Source: an optimization exercise on an open RTL-to-GDS flow (aim: small area and a short achievable clock period). Production flows keep margins and buffers that such runs may drop. At most, simulation tests tie the RTL to the original design; equivalence was not proved. The clock port is modelled as an ideal driver; clocking choices that lean on that would not hold on a real chip. No activity file was given, so power comes from the tool's default toggle rates.

== red ==
// alu_top
module alu_top(
    input             clk,
    input      [31:0] a,
    input      [31:0] b,
    input      [3:0]  aluc,
    output reg [31:0] r,
    output reg        zero,
    output reg        carry,
    output reg        negative,
    output reg        overflow
    );
    reg  [31:0] a_q;
    reg  [31:0] b_q;
    reg  [3:0]  aluc_q;
    wire [31:0] r_w;
    wire        zero_w;
    wire        carry_w;
    wire        negative_w;
    wire        overflow_w;
    alu u_alu(
        .a(a_q), .b(b_q), .aluc(aluc_q),
        .r(r_w), .zero(zero_w), .carry(carry_w),
        .negative(negative_w), .overflow(overflow_w)
    );
    always @(posedge clk) begin
        a_q      <= a;
        b_q      <= b;
        aluc_q   <= aluc;
        r        <= r_w;
        zero     <= zero_w;
        carry    <= carry_w;
        negative <= negative_w;
        overflow <= overflow_w;
    end
endmodule
For scale: roughly 100 flip-flops, about 110 I/O pins.
Settings: LEC_CHECK=0, CAP_MARGIN=20, CORE_MARGIN=2, CORE_UTILIZATION=40, SETUP_SLACK_MARGIN=3.5, SLEW_MARGIN=20; clock period 6.0 ns.
run.sh (not shown) runs the stock make flow with config.mk's settings and CLKGATE_MAP_FILE= SYNTH_SCRIPT=/design/flow/synth_recipe.tcl, a recipe that flattens the netlist after the stock synthesis.
> inputs changed (red -> blue)
Settings: SETUP_SLACK_MARGIN: 3.5 -> unset.
blue: no failed stages, no open violations at the end. Of blue and red, blue shows the lower worst setup slack before clock tree synthesis, with red above it. Of blue and red, red shows the higher wire length of the first global-routing pass, with blue below it. NOTE: worst-path maximum fanout in blue exceeds that of red. Worst-case vdd ir drop was higher in blue than in red. blue reports its slowest library cell on the worst path as nor2_4 while red reports dfxtp_1. Cmp blue vs red: post-route worst hold slack higher in blue. Comparing blue against red, there is no change at all in adder and majority cell fraction of the synthesized area. blue against red: sum of met2 wire segment lengths after detailed routing fell 9.4%; slack of the critical path lost 1290 ps.
No run of this note included a check of the RTL's function; only the layout flow was run.

========
alu_top, a different RTL version from the one above (not shown whole).
Size in the first run: about 110 I/O pins, ~8400 sq um of cells after synthesis.
export LEC_CHECK = 0
export ABC_AREA = 1
export CAP_MARGIN = 20
export CORE_MARGIN = 2
export CORE_UTILIZATION = 40
export SETUP_SLACK_MARGIN = 3.2
export SLEW_MARGIN = 20
create_clock -name core_clock -period 6.0 [get_ports {clk}]
standard.sh (not shown) runs the stock make flow with config.mk's settings and CLKGATE_MAP_FILE= SYNTH_SCRIPT=/design/flow/synth_recipe.tcl, a recipe that flattens the netlist after the stock synthesis.
==> flow/flow/run.sh <==
#!/bin/bash
# Layout flow: the standard synthesis, then the combinational logic is
# mapped again onto the standard cells with a delay-oriented ABC script (the
# registers, their names and cell types are kept as the standard synthesis
# made them), then the standard layout from floorplan to finish with
# buf_1 port buffers. After clock tree synthesis flow/skew.tcl delays the
# clock of the result registers (useful skew for the paths into them).
# Each tool's output goes to a log file of its own in this folder.
set -euo pipefail
here=$(pwd)
res=$here/orfs/results/${FLOW_PLATFORM}/alu_top/base
lib=$FLOW_HOME/platforms/${FLOW_PLATFORM}/lib/sky130_fd_sc_hd__tt_025C_1v80.lib
yosys_bin=$FLOW_HOME/../tools/install/yosys/bin/yosys
[[ -x $yosys_bin ]] || yosys_bin=yosys

# 1. standard synthesis
bash standard.sh synth > "$here/flow_synth.log" 2>&1

# 2. map the combinational logic again
cp "$res/1_2_yosys.v" "$here/standard_synth.v"
dont_use=""
for c in $(sed -n '/^export DONT_USE_CELLS/,/^#/p' "$FLOW_HOME/platforms/${FLOW_PLATFORM}/config.mk" | grep -o 'sky130_fd_sc_hd__[A-Za-z0-9_]*'); do
  dont_use="$dont_use -dont_use $c"
done
cat > "$here/remap.ys" <<EOS
read_liberty -ignore_miss_func $lib
read_verilog $here/standard_synth.v
hierarchy -top $FLOW_TOP
setattr -mod -set keep_hierarchy 1 sky130_fd_sc_hd__dfxtp_1
flatten
opt_clean -purge
abc -script $here/flow/remap.abc -liberty $lib $dont_use
opt_clean -purge
hilomap -singleton -hicell sky130_fd_sc_hd__conb_1 HI -locell sky130_fd_sc_hd__conb_1 LO
splitnets
opt_clean -purge
select $FLOW_TOP
tee -o $here/remap_stat.txt stat -liberty $lib
write_verilog -noattr -nohex -nodec -selected $here/remap.v
EOS
"$yosys_bin" -s "$here/remap.ys" > "$here/remap.log" 2>&1
cp "$here/remap.v" "$res/1_2_yosys.v"
rm -f "$res/1_synth.odb" "$res/1_synth.sdc"

# 3. standard layout on the new netlist
# Up to clock tree synthesis the repair aims at a slack margin of 2.2 ns
# (the skew added after it gives the result registers more); global routing's
# repair then aims at 3.2 ns with the skew in place.
bash standard.sh "BUFFER_PORTS_ARGS=-buffer_cell sky130_fd_sc_hd__buf_1" "POST_CTS_TCL=$here/flow/skew.tcl" "SETUP_SLACK_MARGIN=2.2" cts > "$here/flow_cts.log" 2>&1
bash standard.sh "BUFFER_PORTS_ARGS=-buffer_cell sky130_fd_sc_hd__buf_1" "POST_CTS_TCL=$here/flow/skew.tcl" "SETUP_SLACK_MARGIN=3.2" finish > "$here/flow_finish.log" 2>&1
==> flow/flow/remap.abc <==
strash
 dch -f
 map
 strash
 dch -f
 map
 topo
 stime -c
 buffer -c
 upsize -c
 dnsize -c
==> flow/flow/skew.tcl <==
# Delay the clock of the result registers (the alu's outputs) behind a delay
# cell and a clock buffer per clock-tree leaf net, giving the paths from the
# operand registers to them more time. Runs as ORFS's POST_CTS_TCL hook.
set skew_cells [expr {[info exists ::env(SKEW_CELLS)] ? $::env(SKEW_CELLS) : "sky130_fd_sc_hd__clkdlybuf4s50_1 sky130_fd_sc_hd__clkbuf_8"}]
set block [ord::get_db_block]
set groups [dict create]
foreach inst [$block getInsts] {
  set name [$inst getName]
  if {[regexp {^(r\\?\[[0-9]+\\?\]|zero|carry|negative|overflow)\$_DFF_P_$} $name]} {
    set net [[$inst findITerm CLK] getNet]
    dict lappend groups [$net getName] $inst
  }
}
set k 0
dict for {netname insts} $groups {
  set net [$block findNet $netname]
  set sx 0; set sy 0; set n 0
  foreach inst $insts {
    set loc [$inst getLocation]
    set sx [expr {$sx + [lindex $loc 0]}]
    set sy [expr {$sy + [lindex $loc 1]}]
    incr n
  }
  set in_net $net
  set j 0
  foreach cell $skew_cells {
    set master [[ord::get_db] findMaster $cell]
    set buf [odb::dbInst_create $block $master skewbuf_${k}_$j]
    set nnet [odb::dbNet_create $block skewnet_${k}_$j]
    $nnet setSigType CLOCK
    [$buf findITerm A] connect $in_net
    [$buf findITerm X] connect $nnet
    $buf setLocation [expr {$sx / $n}] [expr {$sy / $n}]
    $buf setPlacementStatus PLACED
    set in_net $nnet
    incr j
  }
  foreach inst $insts {
    set it [$inst findITerm CLK]
    $it disconnect
    $it connect $in_net
  }
  puts "skew: $n registers on $netname behind $j cells"
  incr k
}
global_connect
detailed_placement
check_placement
The baseline ran to the end with no violations.
Rerun with:
--- a/flow/flow/run.sh
+++ b/flow/flow/run.sh
@@ -5,4 +5,3 @@
 # made them), then the standard layout from floorplan to finish with
-# buf_1 port buffers. After clock tree synthesis flow/skew.tcl delays the
-# clock of the result registers (useful skew for the paths into them).
+# buf_1 port buffers.
 # Each tool's output goes to a log file of its own in this folder.
@@ -45,6 +44,2 @@
 # 3. standard layout on the new netlist
-# Up to clock tree synthesis the repair aims at a slack margin of 2.2 ns
-# (the skew added after it gives the result registers more); global routing's
-# repair then aims at 3.2 ns with the skew in place.
-bash standard.sh "BUFFER_PORTS_ARGS=-buffer_cell sky130_fd_sc_hd__buf_1" "POST_CTS_TCL=$here/flow/skew.tcl" "SETUP_SLACK_MARGIN=2.2" cts > "$here/flow_cts.log" 2>&1
-bash standard.sh "BUFFER_PORTS_ARGS=-buffer_cell sky130_fd_sc_hd__buf_1" "POST_CTS_TCL=$here/flow/skew.tcl" "SETUP_SLACK_MARGIN=3.2" finish > "$here/flow_finish.log" 2>&1
+bash standard.sh "BUFFER_PORTS_ARGS=-buffer_cell sky130_fd_sc_hd__buf_1" finish > "$here/flow_finish.log" 2>&1
==> flow/flow/remap.abc (replaced) <==
strash
 dch -f
 map -D 2500
 topo
 stime -c
 buffer -c
 upsize -c
 dnsize -c
SETUP_SLACK_MARGIN = 2.5   (was 3.2)
removed: flow/flow/skew.tcl
What happened: The new run completed without violations; design area fell by 4.0%; combinational power came out higher by about 1%; routed wire length shrinks by 15%; fmax fell by 25%; die area shrinks by 5.5%; sequential share of layout area rises by 0.91 points; critical path depth climbs by 19; utilization goes up by 1.3 points; clock power came out lower by 25%; worst setup slack loses 930 ps.
Rerun with:
--- a/flow/flow/run.sh
+++ b/flow/flow/run.sh
@@ -5,3 +5,4 @@
 # made them), then the standard layout from floorplan to finish with
-# buf_1 port buffers.
+# buf_1 port buffers. After clock tree synthesis flow/skew.tcl delays the
+# clock of the result registers (useful skew for the paths into them).
 # Each tool's output goes to a log file of its own in this folder.
@@ -44,2 +45,2 @@
 # 3. standard layout on the new netlist
-bash standard.sh "BUFFER_PORTS_ARGS=-buffer_cell sky130_fd_sc_hd__buf_1" finish > "$here/flow_finish.log" 2>&1
+bash standard.sh "BUFFER_PORTS_ARGS=-buffer_cell sky130_fd_sc_hd__buf_1" "POST_CTS_TCL=$here/flow/skew.tcl" finish > "$here/flow_finish.log" 2>&1
==> flow/flow/remap.abc (replaced) <==
strash
 dch -f
 map
 strash
 dch -f
 map
 topo
 stime -c
 buffer -c
 upsize -c
 dnsize -c
==> flow/flow/skew.tcl (new file) <==
# Delay the clock of the result registers (the alu's outputs) behind a delay
# cell and a clock buffer per clock-tree leaf net, giving the paths from the
# operand registers to them more time. Runs as ORFS's POST_CTS_TCL hook.
set skew_cells [expr {[info exists ::env(SKEW_CELLS)] ? $::env(SKEW_CELLS) : "sky130_fd_sc_hd__clkdlybuf4s50_1 sky130_fd_sc_hd__clkbuf_8"}]
set block [ord::get_db_block]
set groups [dict create]
foreach inst [$block getInsts] {
  set name [$inst getName]
  if {[regexp {^(r\\?\[[0-9]+\\?\]|zero|carry|negative|overflow)\$_DFF_P_$} $name]} {
    set net [[$inst findITerm CLK] getNet]
    dict lappend groups [$net getName] $inst
  }
}
set k 0
dict for {netname insts} $groups {
  set net [$block findNet $netname]
  set sx 0; set sy 0; set n 0
  foreach inst $insts {
    set loc [$inst getLocation]
    set sx [expr {$sx + [lindex $loc 0]}]
    set sy [expr {$sy + [lindex $loc 1]}]
    incr n
  }
  set in_net $net
  set j 0
  foreach cell $skew_cells {
    set master [[ord::get_db] findMaster $cell]
    set buf [odb::dbInst_create $block $master skewbuf_${k}_$j]
    set nnet [odb::dbNet_create $block skewnet_${k}_$j]
    $nnet setSigType CLOCK
    [$buf findITerm A] connect $in_net
    [$buf findITerm X] connect $nnet
    $buf setLocation [expr {$sx / $n}] [expr {$sy / $n}]
    $buf setPlacementStatus PLACED
    set in_net $nnet
    incr j
  }
  foreach inst $insts {
    set it [$inst findITerm CLK]
    $it disconnect
    $it connect $in_net
  }
  puts "skew: $n registers on $netname behind $j cells"
  incr k
}
global_connect
detailed_placement
check_placement
SETUP_SLACK_MARGIN = 3.4   (was 2.5)
Result: The changed run finished clean. Total power climbs by 21%. Clock power climbs by 33%. Sequential power climbs by 3.2%. Cell count climbs by 11%. Wire length climbs by 28%. Critical path depth drops by 19. Register-to-register slack is better by 1100 ps. Sequential share of layout area drops by 4.1 points.
Rerun with:
--- a/flow/flow/run.sh
+++ b/flow/flow/run.sh
@@ -45,2 +45,6 @@
 # 3. standard layout on the new netlist
-bash standard.sh "BUFFER_PORTS_ARGS=-buffer_cell sky130_fd_sc_hd__buf_1" "POST_CTS_TCL=$here/flow/skew.tcl" finish > "$here/flow_finish.log" 2>&1
+# Up to clock tree synthesis the repair aims at a slack margin of 2.2 ns
+# (the skew added after it gives the result registers more); global routing's
+# repair then aims at 3.2 ns with the skew in place.
+bash standard.sh "BUFFER_PORTS_ARGS=-buffer_cell sky130_fd_sc_hd__buf_1" "POST_CTS_TCL=$here/flow/skew.tcl" "SETUP_SLACK_MARGIN=2.2" cts > "$here/flow_cts.log" 2>&1
+bash standard.sh "BUFFER_PORTS_ARGS=-buffer_cell sky130_fd_sc_hd__buf_1" "POST_CTS_TCL=$here/flow/skew.tcl" "SETUP_SLACK_MARGIN=3.2" finish > "$here/flow_finish.log" 2>&1
==> flow/flow/remap.abc (replaced) <==
strash
 dch -f
 map
 topo
 stime -c
 buffer -c
 upsize -c
 dnsize -c
SETUP_SLACK_MARGIN = 3.2   (was 3.4)
=> Worst hold slack loses 13 ps. Flip-flop and latch count does not change. Core utilization came out lower by 11 points. Wire length came out lower by 4.7%.

port drivers added, routing unchanged:
How much do the figures lean on ideal ports? The routed layouts below were timed once more, with nothing changed but the port constraints. Step 1 sets driving cells, clkbuf_16 on the clock port and buf_2 on the other inputs (assumed; they add their load-dependent delay and slew). Step 2, shift: input delay + t, output delay - t, t = (earliest + latest rising clock arrival at the registers) / 2. This alone moves slack from input paths to output paths. Slacks: no drivers / after step 1 / after step 2; pairs: no drivers / after step 1.
| run | t (ns) | setup WS [ns] | clock arrival spread, ns | pins driven straight from the clock port |
|---|---|---|---|---|
| red | 0.424 | 2.497 / 2.497 / 2.497 | 0.019 / 0.019 | 1 |
| blue | 0.423 | 1.212 / 1.212 / 1.212 | 0.021 / 0.022 | 1 |
| the first run of note 2 | 0.748 | 3.230 / 3.180 / 3.274 | 0.710 / 0.709 | 1 |
| the second run of note 2 | 0.411 | 2.301 / 2.301 / 2.301 | 0.011 / 0.011 | 1 |
| the third run of note 2 | 0.758 | 3.252 / 3.208 / 3.404 | 0.708 / 0.709 | 1 |
| the fourth run of note 2 | 0.744 | 3.156 / 3.156 / 3.156 | 0.690 / 0.690 | 1 |
In the first run of note 2, the third run of note 2 and the fourth run of note 2 the clock reaches the registers at very different times; t lies between them, and the last value is a rough guide only.
